Background: an optimization exercise with open tools, aiming at small area and a short achievable clock period. Do not read the settings as production practice.
At most, simulation tests tie the RTL to the original design; equivalence was not proved.
With no activity given, the tool overestimates toggling in this design, so its power and IR-drop figures are unreliable.

==> wip/garnet <==
==> flow/design.v (excerpt) <==
module DCT #(parameter horizontal = 1) (
  input wire CLK, input wire RST, input wire i_stb,
  input wire [7:0] i_D0, i_D1, i_D2, i_D3, i_D4, i_D5, i_D6, i_D7,
  output wire o_stb,
  output wire signed [15:0] o_D0, o_D1, o_D2, o_D3, o_D4, o_D5, o_D6, o_D7
);
  wire s_1;
  wire c_2;
  wire s_3;
  wire c_4;
  wire s_5;
  wire c_6;
  wire s_7;
  wire c_8;
  wire s_9;
  wire c_10;
  wire s_11;
  wire c_12;
  wire s_13;
  wire c_14;
  wire s_15;
  wire c_16;
  wire w_17;
  wire w_18;
  wire w_19;
  wire w_20;
  wire w_21;
  wire w_22;
  wire w_23;
  wire w_24;
  wire w_25;
  wire w_26;
  wire w_27;
  wire w_28;
  wire w_29;
  wire w_30;
  wire w_31;
  wire w_32;
  wire w_33;
  wire w_34;
  wire w_35;
  wire w_36;
  wire w_37;
  wire w_38;
  wire w_39;
  wire w_40;
  wire w_41;
  wire w_42;
  wire w_43;
  wire w_44;
  wire w_45;
  wire w_46;
  wire w_47;
  wire w_48;
  wire w_49;
  wire w_50;
  wire w_51;
  wire w_52;
  wire n_53;
  wire n_54;
  wire n_55;
  wire n_56;
  wire n_57;
  wire n_58;
  wire n_59;
  wire n_60;
  wire s_61;
  wire c_62;
  wire s_63;
  wire c_64;
  wire s_65;
  wire c_66;
  wire s_67;
  wire c_68;
  wire s_69;
  ...
clock: 8.0 ns
lec_check: 0
abc_clock_period_in_ps: 3000
cap_margin: 20
core_margin: 2
core_utilization: 40
place_density: 0.6
setup_slack_margin: 5
slew_margin: 20
synth_hierarchical: 1
synth_minimum_keep_size: 0
standard.sh (not shown) runs the stock make flow with config.mk's settings and CLKGATE_MAP_FILE= SYNTH_SCRIPT=/design/flow/synth_recipe.tcl, a recipe that flattens the netlist after the stock synthesis.
==> flow/flow/run.sh <==
#!/bin/bash
# Own layout flow: the standard layout (standard.sh, standard synthesis unchanged),
# with a tighter setup-repair target and plain buffers on the ports.
# Knobs are set in flow/knobs.txt (one make assignment per line).
set -euo pipefail
here=$(pwd)
python3 - "$here" <<'PY'
import sys, shlex
here = sys.argv[1]
s = open(here + '/standard.sh').read()
knobs = [l.strip() for l in open(here + '/flow/knobs.txt') if l.strip() and not l.startswith('#')]
extra = ' '.join(shlex.quote(k) for k in knobs)
s = s.replace('"${@:-finish}"', extra + ' "${@:-finish}"')
open(here + '/standard_own.sh', 'w').write(s)
PY
bash standard_own.sh > "$here/flow_make.log" 2>&1
==> flow/flow/knobs.txt <==
SETUP_SLACK_MARGIN=5.2
BUFFER_PORTS_ARGS=-buffer_cell sky130_fd_sc_hd__buf_2
==> inputs of wip/xenon, as changes to wip/garnet <==
==> flow/run.sh (new file) <==
#!/bin/bash
# synth_recipe.tcl (not shown) runs the flow's synth.tcl, then flattens the netlist and writes it again
# the make line also repeats each setting of config.mk as NAME=value (left out here)
make -C /OpenROAD-flow-scripts/flow DESIGN_CONFIG=/design/flow/config.mk WORK_HOME=/design/flow/orfs CLKGATE_MAP_FILE= SYNTH_SCRIPT=/design/flow/synth_recipe.tcl finish
Settings changed: CTS_BUF_LIST set to sky130_fd_sc_hd__clkbuf_4 sky130_fd_sc_hd__clkbuf_8.
removed: flow/flow/run.sh
removed: flow/flow/knobs.txt
removed: flow/standard.sh
==> inputs of wip/nickel, as changes to wip/garnet <==
==> flow/flow/knobs.txt (replaced) <==
SETUP_SLACK_MARGIN=5.0
BUFFER_PORTS_ARGS=-buffer_cell sky130_fd_sc_hd__buf_2
==> comparison table <==
Clock-net power: wip/garnet 0.00334 W; wip/xenon 0.00328 W; wip/nickel 0.00319 W
Total Wirelength: wip/garnet 83.5 mm; wip/xenon 83.2 mm; wip/nickel 82.6 mm
R2R Setup Slk: wip/garnet 5.01 ns; wip/xenon 4.97 ns; wip/nickel 5.03 ns
Power of the sequential group: wip/garnet 0.00644 W; wip/xenon 0.00633 W; wip/nickel 0.00639 W
Result of the run: wip/garnet complete, no violations; wip/xenon complete, no violations; wip/nickel complete, no violations
Clock tree buffer count of the final layout: wip/garnet 89; wip/xenon 154; wip/nickel 92
Switching power share of the total: wip/garnet 0.439; wip/xenon 0.441; wip/nickel 0.444
Slowest cell on crit path: wip/garnet sky130_fd_sc_hd__fa_1; wip/xenon sky130_fd_sc_hd__fa_1; wip/nickel sky130_fd_sc_hd__dfxtp_1
Placement-stage worst setup slack: wip/garnet 4.26 ns; wip/xenon 3.79 ns; wip/nickel 4.26 ns
Pin count of the biggest net entering global routing: wip/garnet 15; wip/xenon 15; wip/nickel 14
Destination of the worst register-to-register timing path: wip/garnet r2_1387; wip/xenon r2_1387; wip/nickel r3_1740
Via count: wip/garnet 20,300; wip/xenon 20,300; wip/nickel 20,200
Switching component of the power: wip/garnet 0.0118 W; wip/xenon 0.0118 W; wip/nickel 0.0115 W
Power of the combinational group: wip/garnet 0.0170 W; wip/xenon 0.0170 W; wip/nickel 0.0164 W
Count of cell instances traversed by the critical path: wip/garnet 13; wip/xenon 13; wip/nickel 4
Critical path fanouts, max: wip/garnet 2; wip/xenon 3; wip/nickel 7
Proportion of cell area occupied by multi-input gates: wip/garnet 0.528; wip/xenon 0.519; wip/nickel 0.531
Non-clock buffer count in the final layout: wip/garnet 246; wip/xenon 221; wip/nickel 213
Commonest non-fill, non-tap cell in the layout: wip/garnet sky130_fd_sc_hd__fa_1; wip/xenon sky130_fd_sc_hd__dfxtp_1; wip/nickel sky130_fd_sc_hd__dfxtp_1
Arrival @ worst endpoint: wip/garnet 3.51 ns; wip/xenon 3.68 ns; wip/nickel 3.47 ns
Final net count: wip/garnet 4,239; wip/xenon 4,250; wip/nickel 4,207
TritonRoute pass-1 iters: wip/garnet 7; wip/xenon 5; wip/nickel 6
Part of the power in registers: wip/garnet 0.240; wip/xenon 0.237; wip/nickel 0.246
Count of instances resized after the clock tree is built: wip/garnet 146; wip/xenon 263; wip/nickel 27
Vias per std cell: wip/garnet 4.63; wip/xenon 4.57; wip/nickel 4.63
Function was not checked in any run of this note: the RTL went through the layout flow alone.

==> run Y: inputs <==
Another version of the RTL of DCT (not shown whole).
Settings: LEC_CHECK=0, ABC_CLOCK_PERIOD_IN_PS=3500, CAP_MARGIN=20, CORE_MARGIN=2, CORE_UTILIZATION=40, PLACE_DENSITY=0.6, SETUP_SLACK_MARGIN=4.5, SLEW_MARGIN=20, SYNTH_HIERARCHICAL=1, SYNTH_MINIMUM_KEEP_SIZE=0; clock period 8.0 ns.
run.sh (not shown) runs the stock make flow with config.mk's settings and CLKGATE_MAP_FILE= SYNTH_SCRIPT=/design/flow/synth_recipe.tcl, a recipe that flattens the netlist after the stock synthesis.
Stock flow here: none of the scripts above is used.
==> inputs of run K, as changes to run Y <==
--- a/flow/config.mk
+++ b/flow/config.mk
@@ -6,10 +6,10 @@
 export NUM_CORES = 4
 export LEC_CHECK = 0
-export ABC_CLOCK_PERIOD_IN_PS = 3500
+export ABC_CLOCK_PERIOD_IN_PS = 3000
 export CAP_MARGIN = 20
 export CORE_MARGIN = 2
 export CORE_UTILIZATION = 40
 export PLACE_DENSITY = 0.6
-export SETUP_SLACK_MARGIN = 4.5
+export SETUP_SLACK_MARGIN = 5
 export SLEW_MARGIN = 20
 export SYNTH_HIERARCHICAL = 1
==> flow_summary.toml <==
[setup_path]
worstRegToRegCells = 12
cp_slowest_cell = "fa_1"
cp_common_cell = "a21o_1"
crit_cells = 12

[pwr]
report.power.total_mw = 26.8
power_density_nw_per_um2 = 668
pwr-share-clk_pct = 10.3
switching_power_mw = 12.0

[routing]
drt-met1-wl_um = 36400
vias_per_cell = 4.59
route.met3.wl_um = 4170

[global_route]
grt_max_degree = 20
grt_pass1_wl_um = 127000

[status]
status = "no timing/DRC/antenna violations"

[min_path]
worst_hold_path.endpoint = "r3_802"

[timing]
holdWs_ns = 0.325
finalCritPeriodShare_pct = 41.4
# the run above: run K

==> flow_summary.toml <==
[status]
status = "no timing/DRC/antenna violations"

[pwr]
report.power.total_mw = 26.4
pwr-share-clk_pct = 11.2
switching_power_mw = 11.7

[setup_path]
worstRegToRegCells = 6
cp_slowest_cell = "dfxtp_1"
crit_cells = 6

[routing]
drt-met1-wl_um = 35800
route.met3.wl_um = 4390

[global_route]
grt_max_degree = 19
grt_pass1_wl_um = 125000

[min_path]
worst_hold_path.endpoint = "r3_778"

[timing]
holdWs_ns = 0.325
finalCritPeriodShare_pct = 43.0
# the run above: run Y

No run of this note included a check of the RTL's function; only the layout flow was run.

==> 10-15 <==
Another version of the RTL of DCT (not shown whole).
## DCT
module DCT #(parameter horizontal = 1) (
  input wire CLK, input wire RST, input wire i_stb,
  input wire [7:0] i_D0, i_D1, i_D2, i_D3, i_D4, i_D5, i_D6, i_D7,
  output wire o_stb,
  output wire signed [15:0] o_D0, o_D1, o_D2, o_D3, o_D4, o_D5, o_D6, o_D7
);
clock: 8.0 ns
lec_check: 0
abc_clock_period_in_ps: 3000
cap_margin: 5
core_margin: 2
core_utilization: 40
cts_cluster_diameter: 90
cts_cluster_size: 24
place_density: 0.6
setup_slack_margin: 5
slew_margin: 5
synth_hierarchical: 1
synth_minimum_keep_size: 0
standard.sh (not shown) runs the stock make flow with config.mk's settings and CLKGATE_MAP_FILE= SYNTH_SCRIPT=/design/flow/synth_recipe.tcl, a recipe that flattens the netlist after the stock synthesis.
==> flow/flow/run.sh <==
#!/bin/bash
# Own layout flow: the standard layout (standard.sh, standard synthesis unchanged),
# with a tighter setup-repair target and plain buffers on the ports.
# Knobs are set in flow/knobs.txt (one make assignment per line).
set -euo pipefail
here=$(pwd)
python3 - "$here" <<'PY'
import sys, shlex
here = sys.argv[1]
s = open(here + '/standard.sh').read()
knobs = [l.strip() for l in open(here + '/flow/knobs.txt') if l.strip() and not l.startswith('#')]
extra = ' '.join(shlex.quote(k) for k in knobs)
s = s.replace('"${@:-finish}"', extra + ' "${@:-finish}"')
open(here + '/standard_own.sh', 'w').write(s)
PY
bash standard_own.sh > "$here/flow_make.log" 2>&1
==> flow/flow/knobs.txt <==
SETUP_SLACK_MARGIN=5.25
BUFFER_PORTS_ARGS=-buffer_cell sky130_fd_sc_hd__buf_1
==> 01-07: changes against 10-15 <==
==> flow/flow/knobs.txt (replaced) <==
SETUP_SLACK_MARGIN=5.3
BUFFER_PORTS_ARGS=-buffer_cell sky130_fd_sc_hd__buf_1
--- a/flow/config.mk
+++ b/flow/config.mk
@@ -8,10 +8,10 @@
 export ABC_CLOCK_PERIOD_IN_PS = 3000
-export CAP_MARGIN = 5
+export CAP_MARGIN = 20
 export CORE_MARGIN = 2
-export CORE_UTILIZATION = 40
+export CORE_UTILIZATION = 60
 export CTS_CLUSTER_DIAMETER = 90
 export CTS_CLUSTER_SIZE = 24
-export PLACE_DENSITY = 0.6
+export PLACE_DENSITY = 0.72
 export SETUP_SLACK_MARGIN = 5
-export SLEW_MARGIN = 5
+export SLEW_MARGIN = 20
 export SYNTH_HIERARCHICAL = 1
==> 06-11: changes against 10-15 <==
==> flow/flow/knobs.txt (replaced) <==
SETUP_SLACK_MARGIN=5.3
BUFFER_PORTS_ARGS=-buffer_cell sky130_fd_sc_hd__buf_1
--- a/flow/config.mk
+++ b/flow/config.mk
@@ -8,3 +8,3 @@
 export ABC_CLOCK_PERIOD_IN_PS = 3000
-export CAP_MARGIN = 5
+export CAP_MARGIN = 20
 export CORE_MARGIN = 2
@@ -15,3 +15,3 @@
 export SETUP_SLACK_MARGIN = 5
-export SLEW_MARGIN = 5
+export SLEW_MARGIN = 20
 export SYNTH_HIERARCHICAL = 1
==> results.py <==
metrics = {
    "power_and_ir_drop": {
        "combPwrFrac": 0.692,
    },
    "final_layout": {
        "drive_gt1_frac": 0.148,
        "insertedDiodeCount": 0,
        "nets": 4020,
        "design_area_um2": 38900,
        "syn2layout_area_growth_pct": 9.71,
    },
    "timing": {
        "clock_skew_ns": 0.0160,
    },
    "drt": {
        "vias": 20302,
        "wl_met2_um": 38200,
        "wl_met3_um": 5320,
    },
    "status": {
        "status": "complete, no violations",
    },
    "place": {
        "dp_cells": 3703,
        "post-dp-hpwl_um": 62200,
    },
    "grt": {
        "use_met3": 0.0519,
    },
    "worst_setup_path": {
        "critical_path_buf_inv_count": 1,
    },
}
(the above is from 01-07)
==> results.py <==
metrics = {
    "power_and_ir_drop": {
        "combPwrFrac": 0.680,
    },
    "grt": {
        "use_met3": 0.0434,
    },
    "drt": {
        "vias": 19665,
        "wl_met2_um": 37700,
    },
    "place": {
        "post-dp-hpwl_um": 64400,
        "dp_cells": 4105,
    },
    "status": {
        "status": "complete, no violations",
    },
    "final_layout": {
        "design_area_um2": 39600,
        "drive_gt1_frac": 0.139,
    },
    "worst_setup_path": {
        "critical_path_buf_inv_count": 1,
    },
    "timing": {
        "fin_ws_ns": 5.30,
    },
}
(the above is from 06-11)
==> results.py <==
metrics = {
    "timing": {
        "clock_skew_ns": 0.0271,
    },
    "drt": {
        "wl_met2_um": 38300,
        "vias": 19602,
        "wl_met3_um": 5350,
    },
    "place": {
        "post-dp-hpwl_um": 64400,
        "dp_cells": 4106,
    },
    "grt": {
        "use_met3": 0.0424,
    },
    "status": {
        "status": "complete, no violations",
    },
    "final_layout": {
        "insertedDiodeCount": 2,
    },
}
(the above is from 10-15)

-- static timing again, ports no longer ideal --
No port has a modelled driver above. Below, the same layouts with a new extraction and two added sets of constraints. Step 1: set_driving_cell puts a clkbuf_16 on CLK and a buf_2 on each other input, an assumption about the parent block. Step 2 moves the port delays by t, midway between the first and last clock arrival at a register: inputs arrive t later, outputs are due t later. That takes back most of the time a late clock gives input paths. Three values: ideal, step 1, step 2; two values: the first two.
run | shift t [ns] | slack for setup (ns) | worst setup path at the end | pins driven straight from the clock port
wip/garnet | 0.670 | 5.008 / 5.008 / 4.436 | input to register | 1
wip/xenon | 0.778 | 4.973 / 4.973 / 4.296 | input to register | 1
wip/nickel | 0.683 | 5.028 / 5.028 / 4.394 | input to register | 1
run Y | 0.701 | 4.560 / 4.560 / 3.950 | input to register | 1
run K | 0.694 | 4.687 / 4.687 / 4.400 | input to register | 1
10-15 | 0.649 | 5.292 / 5.238 / 4.892 | input to register | 1
01-07 | 0.668 | 5.291 / 5.230 / 4.780 | input to register | 1
06-11 | 0.645 | 5.297 / 5.235 / 4.761 | input to register | 1
After both steps setup and hold are still met in every run listed. For wip/xenon, which loses most, drivers alone change the setup slack by 0.000 ns; drivers and shift together by -0.677 ns.
